From an optimization exercise on the open Yosys and OpenROAD flow, aimed at small area and a short achievable clock period; shortcuts taken in it are not production practice. In this exercise RTL edits were held to simulation tests only and were not proved equivalent to the original. No activity file was given, so power comes from the tool's default toggle rates.

## cpu
module cpu (
    input clk, rst,
    output hlt,
    output [15:0] pc,
    output [15:0] mem_addr,
    output mem_enable,
    output mem_wr,
    output [15:0] mem_data_in,
    input [15:0] mem_data_out,
    input mem_data_valid
);
clock: 14.2 ns
lec_check: 0
cap_margin: 20
core_margin: 2
core_utilization: 50
cts_cluster_diameter: 80
cts_cluster_size: 30
place_density: 0.75
slew_margin: 20
standard.sh (not shown) runs the stock make flow with config.mk's settings and CLKGATE_MAP_FILE= SYNTH_SCRIPT=/design/flow/synth_recipe.tcl, a recipe that flattens the netlist after the stock synthesis.
==> flow/flow/run.sh <==
#!/bin/bash
set -euo pipefail
bash standard.sh SETUP_SLACK_MARGIN=8 finish > standard_flow.log 2>&1
The starting point completed with no timing, DRC or antenna violations.
Edit:
--- a/flow/design.v
+++ b/flow/design.v
@@ -242,54 +242,54 @@
 wire l2u_adv = ex_isLoad & (ex_rd == id_rs);
 wire fa01_adv = mem_fwd & (mem_rd == id_rs);
 wire fb10_adv = ex_fwd & (ex_rd == id_rt) & ~id_fb_dis;
 wire fb01_adv = mem_fwd & (mem_rd == id_rt) & ~id_fb_dis;
 wire l2u_fl_adv = ex_isLoad & (ex_rd == 4'd0);
 wire l2u_fl_hold = mem_memread & (mem_rd == 4'd0);
 wire a_nf = ~fa10_adv & ~fa01_adv;
 wire b_nf = ~fb10_adv & ~fb01_adv;
 always @(posedge clk) begin
     if (rst | flush) begin
-        sa_mem <= 1'b0; sa_wb <= 1'b0; sa_pc <= 1'b0; sa_rd1 <= 1'b1;
-        sb_mem <= 1'b0; sb_wb <= 1'b0; sb_two <= 1'b0; sb_imm <= 1'b0; sb_rd2 <= 1'b1;
+        sa_mem <= 1'b0; sa_wb <= 1'b0; sa_pc <= 1'b0; sa_rd1 <= 1'b0;
+        sb_mem <= 1'b0; sb_wb <= 1'b0; sb_two <= 1'b0; sb_imm <= 1'b0; sb_rd2 <= 1'b0;
         l2u <= rst ? 1'b0 : dcache_stall ? l2u_fl_hold : l2u_fl_adv;
     end else if (~dcache_stall) begin
         sa_mem <= fa10_adv; sa_wb <= ~fa10_adv & fa01_adv;
         sa_pc <= a_nf & id_isPCS; sa_rd1 <= a_nf & ~id_isPCS;
         sb_mem <= fb10_adv; sb_wb <= ~fb10_adv & fb01_adv;
         sb_two <= b_nf & id_isPCS; sb_imm <= b_nf & ~id_isPCS & id_alusrc;
         sb_rd2 <= b_nf & ~id_isPCS & ~id_alusrc;
         l2u <= l2u_adv;
     end
 end
 wire [15:0] a_fwd = ({16{sa_mem}} & mem_alu) | ({16{sa_wb}} & wb_data) |
                     ({16{sa_pc}} & ex_pc) | ({16{sa_rd1}} & ex_rd1);
 wire [15:0] a = l2u ? mem_dout : a_fwd;
 wire [15:0] b = ({16{sb_mem}} & mem_alu) | ({16{sb_wb}} & wb_data) | {14'b0, sb_two, 1'b0} |
                 ({16{sb_imm}} & ex_imm) | ({16{sb_rd2}} & ex_rd2);
 wire [15:0] alu;
 wire z_new, n_new, alu_err;
 alu_16bit u_alu (.a(a), .b(b), .op(ex_op), .alu(alu));
 flag_unit u_fl (.a(a), .b(b), .op(ex_op), .z(z_new), .n(n_new), .v(alu_err));
-wire zen = ex_flag_en & (ex_instr != 16'h0) & ~rst;
+wire zen = ex_flag_en & (ex_instr != 16'h0);
 wire vnen = zen & ((ex_op == 4'h0) | (ex_op == 4'h1));
-assign Zf = rst ? 1'b0 : zen ? z_new : fz;
-assign Vf = rst ? 1'b0 : vnen ? alu_err : fv;
-assign Nf = rst ? 1'b0 : vnen ? n_new : fn;
+assign Zf = zen ? z_new : fz;
+assign Vf = vnen ? alu_err : fv;
+assign Nf = vnen ? n_new : fn;
 always @(posedge clk) begin
-    fz <= Zf; fv <= Vf; fn <= Nf;
+    fz <= ~rst & Zf; fv <= ~rst & Vf; fn <= ~rst & Nf;
 end
 wire mem_to_mem = mem_memwrite & wb_fwd & (wb_rd == mem_rd);
 wire [15:0] mem_din = mem_to_mem ? wb_mdo : mem_rd2;
 wire dread = mem_memread, dwrite = mem_memwrite;
 wire dacc = dread | dwrite;
-wire iread = ~rst & ~stall;
+wire iread = ~stall;    
 wire [15:0] daddr = mem_alu;
 wire [1:0] iset = pc_q[5:4];
 wire [1:0] dset = daddr[5:4];
 reg [9:0] it0 [0:3], it1 [0:3], dt0 [0:3], dt1 [0:3];
 reg [3:0] iv0, iv1, il0, il1, dv0, dv1, dl0, dl1;
 reg iml0, imv0, iml1, imv1, dml0, dmv0, dml1, dmv1;
 reg icur;
 reg [3:0] ireq, dreq;
 reg [2:0] irecv, drecv;
 wire itw = icur & (ireq == 4'd11);
@@ -402,24 +402,29 @@
 assign mem_data_in = mem_din;
 always @(posedge clk) begin
     if (rst) pc_q <= 16'h0;
     else if (~stall & ~id_halt & ~(dcache_stall | icache_stall)) pc_q <= next_pc;
     if (rst) begin
         id_pc <= 16'h0; id_instr <= 16'h0;
     end else if (~(stall | dcache_stall)) begin
         id_pc <= flush ? 16'h0 : pc_q;
         id_instr <= flush ? 16'h4000 : if_instr;
     end
+    if (rst) begin
+        ex_pc <= 16'h0; ex_rd1 <= 16'h0; ex_rd2 <= 16'h0;
+    end else if (~dcache_stall) begin
+        ex_pc <= id_pc; ex_rd1 <= id_rd1; ex_rd2 <= id_rd2;
+    end
     if (rst | flush) begin
-        ex_pc <= 16'h0; ex_instr <= 16'h0; ex_rd1 <= 16'h0; ex_rd2 <= 16'h0; ex_regwrite <= 1'b0;
+        ex_instr <= 16'h0; ex_regwrite <= 1'b0;
     end else if (~dcache_stall) begin
-        ex_pc <= id_pc; ex_instr <= id_instr; ex_rd1 <= id_rd1; ex_rd2 <= id_rd2; ex_regwrite <= id_regwrite;
+        ex_instr <= id_instr; ex_regwrite <= id_regwrite;
     end
     if (rst) begin
         mem_alu <= 16'h0; mem_rd2 <= 16'h0; mem_rd <= 4'h0;
         mem_memread <= 1'b0; mem_memwrite <= 1'b0; mem_regwrite <= 1'b0; mem_halt <= 1'b0;
     end else if (~dcache_stall) begin
         mem_alu <= alu; mem_rd2 <= ex_rd2; mem_rd <= ex_rd;
         mem_memread <= (ex_op == 4'h8); mem_memwrite <= (ex_op == 4'h9);
         mem_regwrite <= ex_regwrite; mem_halt <= (ex_op == 4'hF);
     end
     if (rst) begin
After rerunning:
- power barely changes
- worst setup slack improved by 0.036 ns
- non-clock buffer count fell by 47
- flip-flop and latch count rose by 3
- wire length fell by 2.6%
- via count rose by 0.77%
- global-route usage fell by 1.5 points

---

cpu again, from the RTL that the note above started with.
==> flow/config.mk <==
export PLATFORM = sky130hd
export DESIGN_NAME = cpu
export DESIGN_NICKNAME = cpu
export VERILOG_FILES = /design/flow/design.v
export SDC_FILE = /design/flow/constraint.sdc
export NUM_CORES = 4
export LEC_CHECK = 0
export CAP_MARGIN = 20
export CORE_MARGIN = 2
export CORE_UTILIZATION = 50
export CTS_CLUSTER_DIAMETER = 70
export CTS_CLUSTER_SIZE = 26
export PLACE_DENSITY = 0.75
export SLEW_MARGIN = 20
==> flow/constraint.sdc <==
create_clock -name core_clock -period 14.2 [get_ports {clk}]
set_input_delay 2.8400 -clock core_clock [delete_from_list [all_inputs] [get_ports {clk}]]
set_output_delay 2.8400 -clock core_clock [all_outputs]
set_load 0.01 [all_outputs]
Scripts as last shown in full above: flow/flow/run.sh
==> next run, changes <==
--- a/flow/design.v
+++ b/flow/design.v
@@ -244,18 +244,18 @@
 wire fb10_adv = ex_fwd & (ex_rd == id_rt) & ~id_fb_dis;
 wire fb01_adv = mem_fwd & (mem_rd == id_rt) & ~id_fb_dis;
 wire l2u_fl_adv = ex_isLoad & (ex_rd == 4'd0);
 wire l2u_fl_hold = mem_memread & (mem_rd == 4'd0);
 wire a_nf = ~fa10_adv & ~fa01_adv;
 wire b_nf = ~fb10_adv & ~fb01_adv;
 always @(posedge clk) begin
     if (rst | flush) begin
-        sa_mem <= 1'b0; sa_wb <= 1'b0; sa_pc <= 1'b0; sa_rd1 <= 1'b1;
-        sb_mem <= 1'b0; sb_wb <= 1'b0; sb_two <= 1'b0; sb_imm <= 1'b0; sb_rd2 <= 1'b1;
+        sa_mem <= 1'b0; sa_wb <= 1'b0; sa_pc <= 1'b0; sa_rd1 <= 1'b0;
+        sb_mem <= 1'b0; sb_wb <= 1'b0; sb_two <= 1'b0; sb_imm <= 1'b0; sb_rd2 <= 1'b0;
         l2u <= rst ? 1'b0 : dcache_stall ? l2u_fl_hold : l2u_fl_adv;
     end else if (~dcache_stall) begin
         sa_mem <= fa10_adv; sa_wb <= ~fa10_adv & fa01_adv;
         sa_pc <= a_nf & id_isPCS; sa_rd1 <= a_nf & ~id_isPCS;
         sb_mem <= fb10_adv; sb_wb <= ~fb10_adv & fb01_adv;
         sb_two <= b_nf & id_isPCS; sb_imm <= b_nf & ~id_isPCS & id_alusrc;
         sb_rd2 <= b_nf & ~id_isPCS & ~id_alusrc;
         l2u <= l2u_adv;
@@ -265,29 +265,29 @@
                     ({16{sa_pc}} & ex_pc) | ({16{sa_rd1}} & ex_rd1);
 wire [15:0] a = l2u ? mem_dout : a_fwd;
 wire [15:0] b = ({16{sb_mem}} & mem_alu) | ({16{sb_wb}} & wb_data) | {14'b0, sb_two, 1'b0} |
                 ({16{sb_imm}} & ex_imm) | ({16{sb_rd2}} & ex_rd2);
 wire [15:0] alu;
 wire z_new, n_new, alu_err;
 alu_16bit u_alu (.a(a), .b(b), .op(ex_op), .alu(alu));
 flag_unit u_fl (.a(a), .b(b), .op(ex_op), .z(z_new), .n(n_new), .v(alu_err));
-wire zen = ex_flag_en & (ex_instr != 16'h0) & ~rst;
+wire zen = ex_flag_en & (ex_instr != 16'h0);
 wire vnen = zen & ((ex_op == 4'h0) | (ex_op == 4'h1));
-assign Zf = rst ? 1'b0 : zen ? z_new : fz;
-assign Vf = rst ? 1'b0 : vnen ? alu_err : fv;
-assign Nf = rst ? 1'b0 : vnen ? n_new : fn;
+assign Zf = zen ? z_new : fz;
+assign Vf = vnen ? alu_err : fv;
+assign Nf = vnen ? n_new : fn;
 always @(posedge clk) begin
-    fz <= Zf; fv <= Vf; fn <= Nf;
+    fz <= ~rst & Zf; fv <= ~rst & Vf; fn <= ~rst & Nf;
 end
 wire mem_to_mem = mem_memwrite & wb_fwd & (wb_rd == mem_rd);
 wire [15:0] mem_din = mem_to_mem ? wb_mdo : mem_rd2;
 wire dread = mem_memread, dwrite = mem_memwrite;
 wire dacc = dread | dwrite;
-wire iread = ~rst & ~stall;
+wire iread = ~stall;    
 wire [15:0] daddr = mem_alu;
 wire [1:0] iset = pc_q[5:4];
 wire [1:0] dset = daddr[5:4];
 reg [9:0] it0 [0:3], it1 [0:3], dt0 [0:3], dt1 [0:3];
 reg [3:0] iv0, iv1, il0, il1, dv0, dv1, dl0, dl1;
 reg iml0, imv0, iml1, imv1, dml0, dmv0, dml1, dmv1;
 reg icur;
 reg [3:0] ireq, dreq;
@@ -404,20 +404,25 @@
     if (rst) pc_q <= 16'h0;
     else if (~stall & ~id_halt & ~(dcache_stall | icache_stall)) pc_q <= next_pc;
     if (rst) begin
         id_pc <= 16'h0; id_instr <= 16'h0;
     end else if (~(stall | dcache_stall)) begin
         id_pc <= flush ? 16'h0 : pc_q;
         id_instr <= flush ? 16'h4000 : if_instr;
     end
+    if (rst) begin
+        ex_pc <= 16'h0; ex_rd1 <= 16'h0; ex_rd2 <= 16'h0;
+    end else if (~dcache_stall) begin
+        ex_pc <= id_pc; ex_rd1 <= id_rd1; ex_rd2 <= id_rd2;
+    end
     if (rst | flush) begin
-        ex_pc <= 16'h0; ex_instr <= 16'h0; ex_rd1 <= 16'h0; ex_rd2 <= 16'h0; ex_regwrite <= 1'b0;
+        ex_instr <= 16'h0; ex_regwrite <= 1'b0;
     end else if (~dcache_stall) begin
-        ex_pc <= id_pc; ex_instr <= id_instr; ex_rd1 <= id_rd1; ex_rd2 <= id_rd2; ex_regwrite <= id_regwrite;
+        ex_instr <= id_instr; ex_regwrite <= id_regwrite;
     end
     if (rst) begin
         mem_alu <= 16'h0; mem_rd2 <= 16'h0; mem_rd <= 4'h0;
         mem_memread <= 1'b0; mem_memwrite <= 1'b0; mem_regwrite <= 1'b0; mem_halt <= 1'b0;
     end else if (~dcache_stall) begin
         mem_alu <= alu; mem_rd2 <= ex_rd2; mem_rd <= ex_rd;
         mem_memread <= (ex_op == 4'h8); mem_memwrite <= (ex_op == 4'h9);
         mem_regwrite <= ex_regwrite; mem_halt <= (ex_op == 4'hF);
What happened: Non-clock buffer count came out lower by 47. Power came out lower by 1.5%. Register-to-register slack gets worse by 0.16 ns. Setup slack gets worse by 0.16 ns. Wire length came out lower by about 3%. Clock skew came out lower by 0.0079 ns. Fmax came out lower by about 2.3%. Synthesized cell count came out higher by 1.0%. Combinational power came out lower by 46%. Cell area is about the same. Hold slack hardly moves.

port drivers added, routing unchanged:
The results above use ideal ports. As a check the final layouts listed here were re-extracted and re-timed, cells and wires unchanged.
Step 1 sets driving cells, clkbuf_16 on the clock port and buf_2 on the other inputs (assumed; they add their load-dependent delay and slew).
Step 2, shift: input delay + t, output delay - t, t = (earliest + latest rising clock arrival at the registers) / 2. This alone moves slack from input paths to output paths.
Three values: ideal, step 1, step 2; two values: the first two.
run	shift t [ns]	slack for setup (ns)	worst hold slack (ns)	latest minus earliest clock arrival (ns)	pins driven straight from the clock port
the first run of note 1	0.979	7.232 / 7.001 / 6.829	0.455 / 0.455 / 0.455	0.110 / 0.111	1
the second run of note 1	0.984	7.268 / 7.167 / 7.217	0.457 / 0.457 / 0.457	0.084 / 0.085	1
the first run of note 2	0.976	7.190 / 7.060 / 6.871	0.455 / 0.455 / 0.455	0.089 / 0.089	1
the second run of note 2	0.970	7.028 / 7.028 / 7.028	0.457 / 0.457 / 0.457	0.090 / 0.090	1
After both steps setup and hold are still met in every run listed. The setup slack of the first run of note 1, which loses most, moves by -0.231 ns with the drivers and by -0.403 ns with both steps.
